What follows belongs to an exercise in optimizing a design on an open flow for small area, a short achievable clock period and few clock cycles; a production flow would make more cautious choices. The RTL was checked by simulation tests, not by an equivalence proof against the original design. No activity file was given, so power comes from the tool's default toggle rates.

$ cat run.sh
#!/bin/bash
# synth_recipe.tcl (not shown) runs the flow's synth.tcl, then flattens the netlist and writes it again
# the make line also repeats each setting of config.mk as NAME=value (left out here)
make -C /OpenROAD-flow-scripts/flow DESIGN_CONFIG=/design/flow/config.mk WORK_HOME=/design/flow/orfs CLKGATE_MAP_FILE= SYNTH_SCRIPT=/design/flow/synth_recipe.tcl finish
$ cat config.mk
export PLATFORM = sky130hd
export DESIGN_NAME = CPU
export DESIGN_NICKNAME = CPU
export VERILOG_FILES = /design/flow/design.v
export SDC_FILE = /design/flow/constraint.sdc
export NUM_CORES = 4
export LEC_CHECK = 0
export CAP_MARGIN = 20
export CORE_MARGIN = 2
export CORE_UTILIZATION = 30
export SLEW_MARGIN = 20
$ cat design.v
module CPU (
    input  wire        clock,
    input  wire        reset,
    output wire [31:0] mem_addr,
    output wire        mem_wr,
    output wire [31:0] mem_wdata,
    input  wire [31:0] mem_rdata
);
    localparam K_NONE = 2'd0, K_FETCH = 2'd1, K_DATA = 2'd2;
    reg [31:0] ba, bwd;
    reg        bw;
    reg [1:0]  k0, k1, k2;      
    assign mem_addr  = ba;
    assign mem_wr    = bw;
    assign mem_wdata = bwd;
    wire arr_fetch = (k2 == K_FETCH);
    wire arr_data  = (k2 == K_DATA);
    reg [31:0] fpc;             
    reg [31:0] ir, bufr;
    reg        irv, bufv;
    reg [31:0] pc;              
    localparam S_RUN  = 3'd0, S_MEM = 3'd1, S_ADDM = 3'd2, S_DM1 = 3'd3,
               S_DM2  = 3'd4, S_DM3 = 3'd5, S_MD   = 3'd6, S_TRAP = 3'd7;
    reg [2:0]  est;
    reg [3:0]  cnt;
    reg        is_div, fix, sq, sr, prev;
    reg [31:0] hi, lo, md, epc;
    reg [1:0]  hx;              
    wire [5:0]  op  = ir[31:26];
    wire [4:0]  rs  = ir[25:21];
    wire [4:0]  rt  = ir[20:16];
    wire [4:0]  rd  = ir[15:11];
    wire [4:0]  sha = ir[10:6];
    wire [5:0]  fn  = ir[5:0];
    wire [15:0] imm = ir[15:0];
    wire [31:0] simm = {{16{imm[15]}}, imm};
    wire isR     = (op == 6'h00);
    wire i_sll   = isR & (fn == 6'h00);
    wire i_srl   = isR & (fn == 6'h02);
    wire i_sra   = isR & (fn == 6'h03);
    wire i_sllv  = isR & (fn == 6'h04);
    wire i_divm  = isR & (fn == 6'h05);
    wire i_srav  = isR & (fn == 6'h07);
    wire i_jr    = isR & (fn == 6'h08);
    wire i_brk   = isR & (fn == 6'h0d);
    wire i_mfhi  = isR & (fn == 6'h10);
    wire i_mflo  = isR & (fn == 6'h12);
    wire i_rte   = isR & (fn == 6'h13);
    wire i_mult  = isR & (fn == 6'h18);
    wire i_div   = isR & (fn == 6'h1a);
    wire i_add   = isR & (fn == 6'h20);
    wire i_sub   = isR & (fn == 6'h22);
    wire i_and   = isR & (fn == 6'h24);
    wire i_slt   = isR & (fn == 6'h2a);
    wire i_addm  = (op == 6'h01);
    wire i_j     = (op == 6'h02);
    wire i_jal   = (op == 6'h03);
    wire i_beq   = (op == 6'h04);
    wire i_bne   = (op == 6'h05);
    wire i_ble   = (op == 6'h06);
    wire i_bgt   = (op == 6'h07);
    wire i_addi  = (op == 6'h08);
    wire i_addiu = (op == 6'h09);
    wire i_slti  = (op == 6'h0a);
    wire i_lui   = (op == 6'h0f);
    wire i_lb    = (op == 6'h20);
    wire i_lh    = (op == 6'h21);
    wire i_lw    = (op == 6'h23);
    wire i_sb    = (op == 6'h28);
    wire i_sh    = (op == 6'h29);
    wire i_sw    = (op == 6'h2b);
    wire i_shift  = i_sll | i_srl | i_sra | i_sllv | i_srav;
    wire i_branch = i_beq | i_bne | i_ble | i_bgt;
    wire i_load   = i_lb | i_lh | i_lw;
    wire i_rmw    = i_sb | i_sh;
    wire r_valid  = i_shift | i_divm | i_jr | i_brk | i_mfhi | i_mflo | i_rte |
                    i_mult | i_div | i_add | i_sub | i_and | i_slt;
    wire i_undef  = ~(r_valid | i_addm | i_j | i_jal | i_branch | i_addi |
                      i_addiu | i_slti | i_lui | i_load | i_rmw | i_sw);
    wire [31:0] rf [0:31];
    reg         wen;
    reg  [4:0]  wa;
    reg  [31:0] wd;
    genvar gi;
    generate
        for (gi = 0; gi < 32; gi = gi + 1) begin : g_rf
            reg [31:0] q;
            wire we_i = reset | (wen & (wa == gi));
            wire [31:0] d_i = reset ? ((gi == 29) ? 32'd227 : 32'd0) : wd;
            always @(posedge clock)
                if (we_i) q <= d_i;
            assign rf[gi] = q;
        end
    endgenerate
    wire [31:0] rsv = rf[rs];
    wire [31:0] rtv = rf[rt];
    wire        in_addm = (est == S_ADDM);
    wire [31:0] opa  = in_addm ? md : rsv;
    wire [31:0] opb  = (isR | i_branch | in_addm) ? rtv : simm;
    wire        dosub = i_sub | i_slt | i_slti | i_branch;
    wire [31:0] bb   = dosub ? ~opb : opb;
    wire [31:0] sum  = opa + bb + {31'd0, dosub};
    wire        ovf  = (opa[31] == bb[31]) & (sum[31] != opa[31]);
    wire        lt   = (opa[31] ^ opb[31]) ? opa[31] : sum[31];
    wire        eq   = (rsv == rtv);
    function [31:0] rev32(input [31:0] x);
        integer k;
        begin
            for (k = 0; k < 32; k = k + 1) rev32[k] = x[31 - k];
        end
    endfunction
    wire        sh_var  = i_sllv | i_srav;
    wire        sh_left = i_sll | i_sllv;
    wire        sh_ar   = i_sra | i_srav;
    wire [31:0] sh_in   = sh_var ? rsv : rtv;
    wire [4:0]  sh_amt  = sh_var ? rtv[4:0] : sha;
    wire [31:0] sh_x    = sh_left ? rev32(sh_in) : sh_in;
    wire [32:0] sh_y    = $signed({sh_ar & sh_x[31], sh_x}) >>> sh_amt;
    wire [31:0] shres   = sh_left ? rev32(sh_y[31:0]) : sh_y[31:0];
    wire [31:0] pc4  = pc + 32'd4;
    wire [31:0] btgt = pc4 + {simm[29:0], 2'b00};
    wire        taken = (i_beq & eq) | (i_bne & ~eq) | (i_ble & (lt | eq)) |
                        (i_bgt & ~(lt | eq));
    wire [31:0] ldata = i_lb ? {24'd0, mem_rdata[7:0]} :
                        i_lh ? {16'd0, mem_rdata[15:0]} : mem_rdata;
    wire [11:0] smc_d   = sum[11:0] - pc4[11:0];
    wire        smc_hit = (smc_d < 12'd16) | (smc_d > 12'd4092);
    wire [2:0]  bd = {lo[1:0], prev};
    wire [33:0] mde = {{2{md[31]}}, md};
    reg  [33:0] badd;
    always @(*) begin
        case (bd)
            3'b001, 3'b010: badd = mde;
            3'b011:         badd = mde << 1;
            3'b100:         badd = ~(mde << 1);
            3'b101, 3'b110: badd = ~mde;
            default:        badd = 34'd0;
        endcase
    end
    wire        bneg = bd[2] & ~(bd[1] & bd[0]);
    wire [33:0] macc = {hx, hi} + badd + {33'd0, bneg};
    wire [31:0] t1  = {hi[30:0], lo[31]};
    wire [32:0] d1  = {1'b0, t1} - {1'b0, md};
    wire        q1  = ~d1[32];
    wire [31:0] r1  = q1 ? d1[31:0] : t1;
    wire [31:0] t2  = {r1[30:0], lo[30]};
    wire [32:0] d2  = {1'b0, t2} - {1'b0, md};
    wire        q2  = ~d2[32];
    wire [31:0] r2  = q2 ? d2[31:0] : t2;
    wire [31:0] dv_a = (est == S_DM3) ? md : rsv;
    wire [31:0] dv_b = (est == S_DM3) ? mem_rdata : rtv;
    wire [31:0] abs_a = dv_a[31] ? (~dv_a + 32'd1) : dv_a;
    wire [31:0] abs_b = dv_b[31] ? (~dv_b + 32'd1) : dv_b;
    wire        b_zero = (dv_b == 32'd0);
    reg         pop;            
    reg         redir;          
    reg  [31:0] rtgt;
    reg         ereq;           
    reg         ereq_wr;
    reg  [31:0] ereq_a, ereq_d;
    reg  [2:0]  est_n;
    reg         trap;
    reg  [31:0] tvec;
    reg         md_start, dv_start, md_step, md_fix, md_cap;
    reg         epc_we;
    always @(*) begin
        pop = 1'b0; redir = 1'b0; rtgt = pc4;
        ereq = 1'b0; ereq_wr = 1'b0; ereq_a = sum; ereq_d = rtv;
        est_n = est; trap = 1'b0; tvec = 32'd253;
        wen = 1'b0; wa = isR ? rd : rt; wd = sum;
        md_start = 1'b0; dv_start = 1'b0; md_step = 1'b0; md_fix = 1'b0;
        md_cap = 1'b0; epc_we = 1'b0;
        if (irv) begin
            case (est)
            S_RUN: begin
                if (i_undef) begin
                    trap = 1'b1; tvec = 32'd253;
                end else if (i_add | i_sub | i_addi) begin
                    if (ovf) begin trap = 1'b1; tvec = 32'd254; end
                    else begin wen = 1'b1; pop = 1'b1; end
                end else if (i_addiu) begin
                    wen = 1'b1; pop = 1'b1;
                end else if (i_and) begin
                    wd = rsv & rtv; wen = 1'b1; pop = 1'b1;
                end else if (i_slt | i_slti) begin
                    wd = {31'd0, lt}; wen = 1'b1; pop = 1'b1;
                end else if (i_shift) begin
                    wd = shres; wen = 1'b1; pop = 1'b1;
                end else if (i_lui) begin
                    wd = {imm, 16'd0}; wen = 1'b1; pop = 1'b1;
                end else if (i_mfhi) begin
                    wd = hi; wen = 1'b1; pop = 1'b1;
                end else if (i_mflo) begin
                    wd = lo; wen = 1'b1; pop = 1'b1;
                end else if (i_j) begin
                    redir = 1'b1; rtgt = {pc4[31:28], ir[25:0], 2'b00};
                end else if (i_jal) begin
                    redir = 1'b1; rtgt = {pc4[31:28], ir[25:0], 2'b00};
                    wd = pc4; wa = 5'd31; wen = 1'b1;
                end else if (i_jr) begin
                    redir = 1'b1; rtgt = rsv;
                end else if (i_rte) begin
                    redir = 1'b1; rtgt = epc;
                end else if (i_brk) begin
                    redir = 1'b1; rtgt = pc;
                end else if (i_branch) begin
                    if (taken) begin redir = 1'b1; rtgt = btgt; end
                    else pop = 1'b1;
                end else if (i_sw) begin
                    ereq = 1'b1; ereq_wr = 1'b1; ereq_a = sum; ereq_d = rtv;
                    if (smc_hit) redir = 1'b1; else pop = 1'b1;
                end else if (i_load | i_rmw | i_addm) begin
                    ereq = 1'b1; ereq_a = sum; est_n = S_MEM;
                end else if (i_divm) begin
                    ereq = 1'b1; ereq_a = rsv; est_n = S_DM1;
                end else if (i_mult) begin
                    md_start = 1'b1; est_n = S_MD;
                end else if (i_div) begin
                    if (b_zero) begin trap = 1'b1; tvec = 32'd255; end
                    else begin dv_start = 1'b1; est_n = S_MD; end
                end
            end
            S_MEM: begin
                if (arr_data) begin
                    if (i_load) begin
                        wd = ldata; wen = 1'b1; pop = 1'b1; est_n = S_RUN;
                    end else if (i_addm) begin
                        md_cap = 1'b1; est_n = S_ADDM;
                    end else begin
                        ereq = 1'b1; ereq_wr = 1'b1; ereq_a = sum;
                        ereq_d = i_sb ? {mem_rdata[31:8], rtv[7:0]}
                                      : {mem_rdata[31:16], rtv[15:0]};
                        if (smc_hit) redir = 1'b1; else pop = 1'b1;
                        est_n = S_RUN;
                    end
                end
            end
            S_ADDM: begin
                if (ovf) begin trap = 1'b1; tvec = 32'd254; end
                else begin wa = rt; wen = 1'b1; pop = 1'b1; est_n = S_RUN; end
            end
            S_DM1: begin
                ereq = 1'b1; ereq_a = rtv; est_n = S_DM2;
            end
            S_DM2: begin
                if (arr_data) begin md_cap = 1'b1; est_n = S_DM3; end
            end
            S_DM3: begin
                if (arr_data) begin
                    if (b_zero) begin trap = 1'b1; tvec = 32'd255; end
                    else begin dv_start = 1'b1; est_n = S_MD; end
                end
            end
            S_MD: begin
                if (fix) begin
                    md_fix = 1'b1; pop = 1'b1; est_n = S_RUN;
                end else begin
                    md_step = 1'b1;
                    if (cnt == 4'd15 && !is_div) begin pop = 1'b1; est_n = S_RUN; end
                end
            end
            S_TRAP: begin
                if (arr_data) begin
                    redir = 1'b1; rtgt = {24'd0, mem_rdata[7:0]}; est_n = S_RUN;
                end
            end
            endcase
        end
        if (trap) begin
            ereq = 1'b1; ereq_a = tvec; epc_we = 1'b1; est_n = S_TRAP;
            wen = 1'b0; pop = 1'b0;
        end
        if (redir) pop = 1'b0;
    end
    wire        drop     = arr_fetch & irv & bufv & ~pop & ~redir;
    wire        accept   = arr_fetch & ~redir & ~drop;
    wire        flushf   = redir | drop;         
    wire [31:0] fnext    = redir ? rtgt : (drop ? pc + 32'd8 : fpc);
    always @(posedge clock) begin
        if (reset) begin
            ba <= 32'd0; bw <= 1'b0; bwd <= 32'd0;
            k0 <= K_FETCH; k1 <= K_NONE; k2 <= K_NONE;
            fpc <= 32'd4;
            irv <= 1'b0; bufv <= 1'b0; pc <= 32'd0;
            est <= S_RUN; cnt <= 4'd0;
            is_div <= 1'b0; fix <= 1'b0; sq <= 1'b0; sr <= 1'b0; prev <= 1'b0;
            hi <= 32'd0; lo <= 32'd0; hx <= 2'd0; md <= 32'd0; epc <= 32'd0;
        end else begin
            k2 <= (flushf && k1 == K_FETCH) ? K_NONE : k1;
            k1 <= (flushf && k0 == K_FETCH) ? K_NONE : k0;
            if (ereq) begin
                ba <= ereq_a; bw <= ereq_wr; bwd <= ereq_d;
                k0 <= ereq_wr ? K_NONE : K_DATA;
                fpc <= fnext;
            end else begin
                ba <= fnext; bw <= 1'b0;
                k0 <= K_FETCH;
                fpc <= fnext + 32'd4;
            end
            if (redir) begin
                irv <= 1'b0; bufv <= 1'b0; pc <= rtgt;
            end else begin
                if (pop) pc <= pc4;
                if (pop | ~irv) begin
                    if (bufv) begin
                        ir <= bufr;
                        if (accept) bufr <= mem_rdata;
                        else bufv <= 1'b0;
                    end else begin
                        irv <= accept;
                        if (accept) ir <= mem_rdata;
                    end
                end else if (accept) begin
                    bufr <= mem_rdata; bufv <= 1'b1;
                end
            end
            est <= est_n;
            if (epc_we) epc <= pc;
            if (md_cap) md <= mem_rdata;
            if (md_start) begin
                hi <= 32'd0; hx <= 2'd0; lo <= rtv; md <= rsv; prev <= 1'b0;
                cnt <= 4'd0; is_div <= 1'b0; fix <= 1'b0;
            end
            if (dv_start) begin
                hi <= 32'd0; lo <= abs_a; md <= abs_b;
                sq <= dv_a[31] ^ dv_b[31]; sr <= dv_a[31];
                cnt <= 4'd0; is_div <= 1'b1; fix <= 1'b0;
            end
            if (md_step) begin
                cnt <= cnt + 4'd1;
                if (is_div) begin
                    hi <= r2; lo <= {lo[29:0], q1, q2};
                    if (cnt == 4'd15) fix <= 1'b1;
                end else begin
                    {hx, hi} <= {macc[33], macc[33], macc[33:2]};
                    lo <= {macc[1:0], lo[31:2]};
                    prev <= lo[1];
                end
            end
            if (md_fix) begin
                fix <= 1'b0;
                if (sr) hi <= ~hi + 32'd1;
                if (sq) lo <= ~lo + 32'd1;
            end
        end
    end
endmodule
$ cat constraint.sdc
create_clock -name core_clock -period 17.0 [get_ports {clock}]
set_input_delay 3.4000 -clock core_clock [delete_from_list [all_inputs] [get_ports {clock}]]
set_output_delay 3.4000 -clock core_clock [all_outputs]
set_load 0.01 [all_outputs]
==> impl_metrics.tcl <==
set metrics [dict create \
    ant_nets 0 \
    fp-row-count 194 \
    status "complete, no violations" \
    yosysTopAreaCell "edfxtp_1" \
    grt_usage_pct 36.4 \
    postCtsSetupRepairBufs 0 \
    cts_tree "yes" \
    syn_area_per_cell_um2 9.69 \
    firstDrtPassIters 11 \
    setup_viol 0 \
    drv_cap 0 \
    wl_met3_um 84800 \
    ir_worst_vdd_mv 0.147 \
    fillCellCount 27900 \
    rsz0062_at_grt "no" \
    crit_top_cell "o21ai_0" \
    yosys-top-cells-count "edfxtp_1 (1088), nor2_1 (754), nand2_1 (700)" \
    start_util_pct 30.1 \
    fin_tns_setup_ps 0 \
    antenna_found_initial 73 \
    skew_ps 109 \
    synth_edf_count 1088 \
    route.detailed.drc 0 \
    grt_pass1_vias 78900 \
    grt_pass1_wl_um 712000 \
    ctsHoldBuffers 0 \
    finalInstanceArea_mm2 0.0966 \
    crit_type "flop to flop" \
    syn_to_final_growth_pct 15.2 \
    grt_max_degree 74 \
    worst_pin_slew_ps 1290 \
    dp_cells 12300 \
    yosys_warnings 1 \
    timing.fmax_mhz 80.8 \
    synth_xor_area_share_pct 3.81 \
    p_per_area_mw_per_mm2 191 \
    arrival_ps 13080 \
    post_drt_wl_per_cell_um 43.0 \
    drive_gt1_share_pct 11.6 \
    end_kind "flop" \
    synth_top_area_share_pct 38.9 \
    synth_fa_ha_area_share_pct 3.37 \
    cts_sinks 1367 \
    h-tree-depth 4 \
    synth_most_common_cell "edfxtp_1" \
    overflow 0 \
    post_dp_cell_area_mm2 0.0912 \
    seq_area_frac_synth_pct 45.6 \
    num_vias 88200 \
    p_leak_uw 0.0348 \
    min_period_over_period_pct 72.8 \
    synth_seq_cells 1367 \
    ys_async_sr_fraction_pct 0 \
    synthTopCellsByArea "edfxtp_1 (39%), dfxtp_1 (6.7%), a22oi_1 (4.4%)" \
    dr_wl_met2_um 211000 \
    crit_required_ps 17700 \
    post_cts_resize_count 0 \
    synth-simple-area-share_pct 15.2 \
    via_per_inst 6.98 \
    syn_area_mm2 0.0839 \
    regMostFlops "g_rf.q" \
    synthMuxAreaShare_pct 4.80 \
    cts_buffer_depth 4 \
    dpl.hpwl_um 361000 \
    postRouteWirelength_um 542000 \
    hold_viol 0 \
    cp_max_fo 23 \
    design.core.area_mm2 0.279 \
    yosys.cell_types.count 108 \
    critPathSlowestCell "edfxtp_1" \
    startpoint_type "flop" \
    syn_inst 8658 \
    syn_nets 8910 \
    finalCriticalPeriod_ps 12380 \
    cts_buffers 164 \
    top_layer_used "met5" \
    clkTransAtPathRegs_ps 60 \
    largest_register_ffs 1024 \
    slew_headroom_pct 14.2 \
    ioPinCount 99 \
    cts-root-buf "clkbuf_16" \
    drtIter0Drc 18300 \
    die_w_um 533 \
    slowest_delay_ps 770 \
    synth_compound_area_share_pct 23.4 \
    final_cells 12600 \
    port_buffers 98 \
    clkLatencyLatePin_ps 910 \
    gp_congestion 1.07 \
    final_max_slew_viol_count 0 \
    num-nets-final 8950 \
    die_area_mm2 0.284 \
    synthFlopType "edfxtp_1" \
    met1_length_um 197000 \
    die_h_um 533 \
    hold_class "flop to flop" \
    synth_top_family_by_area "compound AO/OA/AOI/OAI gates" \
]
[per-layer routing]
| layer | vias up | global-route usage, % |
|---|---|---|
| met5 | - | 0.472 |
| met1 | 42800 | 45.8 |
| met2 | 9190 | 49.4 |
| met3 | 2434 | 15.2 |
| li1 | 33700 | - |
| met4 | 42 | 26.2 |
[critical path, delay by kind of cell, from the launching register on]
family          cells  cell delay [ps]
simple gates       12             5120
xor+xnor            2              890
flops               1              770
buf+inv             4             1110
compound gates     14             2500
fa+ha+maj           3              990
mux                 2              760
[placed cells by master, fill, tap and decap left out, types with 31 or more instances in the layout]
master           Yosys  routed
a21o_1              80      48
a211oi_1           168     163
a22o_1             193     193
nand2b_1            53      52
clkdlybuf4s50_1      0      97
a31oi_1             64      60
nor2_1             754     678
mux2i_1            316     308
dfxtp_1            279     275
o211ai_1            74      74
nor2b_1             41      37
buf_4               10     434
and3_1              87      83
a22oi_1            497     496
nor3_1             205     192
nor4_1              57      53
nor2_4               0      62
o22ai_1             31      31
a221o_1             44      44
nand4_1            167     167
mux2_2              69      69
a21oi_1            613     603
a221oi_1           239     238
or3_1               75      75
o32a_1              44      43
inv_1              154     154
xnor2_1            240     238
o21ai_0            383     383
clkbuf_16            0     164
xor2_1             125     122
and2_1              51      48
diode_2              0      83
ha_1               211     211
nand2_1            700     696
edfxtp_1          1088    1088
nand3_1            389     385
[path summary, 6_finish.rpt]
check             startpoint      end  slack, ps  cells after the start
setup reg to reg      ir[23]  fpc[30]       4620                     37
hold reg to reg        k1[0]    k2[0]        460                      1
hold / removal         k1[0]    k2[0]        460                      1
setup / recovery      ir[23]  fpc[30]       4620                     37
[final cells by class]
class	count	area [um^2]	share of cell area (%)
timing repair buffer	535	4270	4.42
clock inverter	87	907	0.939
sequential	1367	38300	39.6
clock buffer	197	4270	4.42
multi-input combinational	6472	43500	45.0
inverter	158	593	0.614
tap	3724	4660	4.82
antenna	83	208	0.215
[metrics by stage]
stage          power (uW)  worst slack [ps]  hold slack, ps  util, %
2_1_floorplan        9750              7370             439        -
3_3_place_gp        14300              5130             446     32.7
3_5_place_dp        14200              5250             446     32.7
4_1_cts             17700              5130             460     34.5
5_1_grt             18600              4470             474     34.6
6_report            18500              4620             457     34.7
[cells by family (layout without fill, tap and decap cells)]
family,count (synthesis),in the layout
simple gates,2707,2707
other cells,0,83
mux,392,392
compound gates,2785,2785
buf+inv,819,977
xor+xnor,365,365
fa+ha+maj,223,223
flops,1367,1367
[power breakdown]
group | internal (uW) | switching (uW)
clock | 2030 | 1530
combinational | 2110 | 6140
sequential | 5550 | 1100
Testbench counts, summed over its fixed seeds: cycles 41,782.

[re-timing with driven ports]
In the flow no input, the clock included, has a driving cell. The finished layout below was timed again as built, in two steps.
Step 1: set_driving_cell puts a clkbuf_16 on clock and a buf_2 on each other input, an assumption about the parent block.
Step 2 adds t to the input delays and takes it off the output delays; t is the mean of the earliest and latest rising clock arrival at the registers after step 1. Input paths then give back, and output paths get back, about the clock's delay inside the block.
a / b / c = no drivers / after step 1 / after step 2; a / b = the first two.
t, ns: 0.956
setup WS [ns]: 4.619 / 4.619 / 4.619
hold WS [ns]: 0.457 / 0.457 / 0.457
cell pins on the clock port's net: 1
After both steps this run still meets setup and hold. For this run, drivers alone change the setup slack by 0.000 ns; drivers and shift together by 0.000 ns.
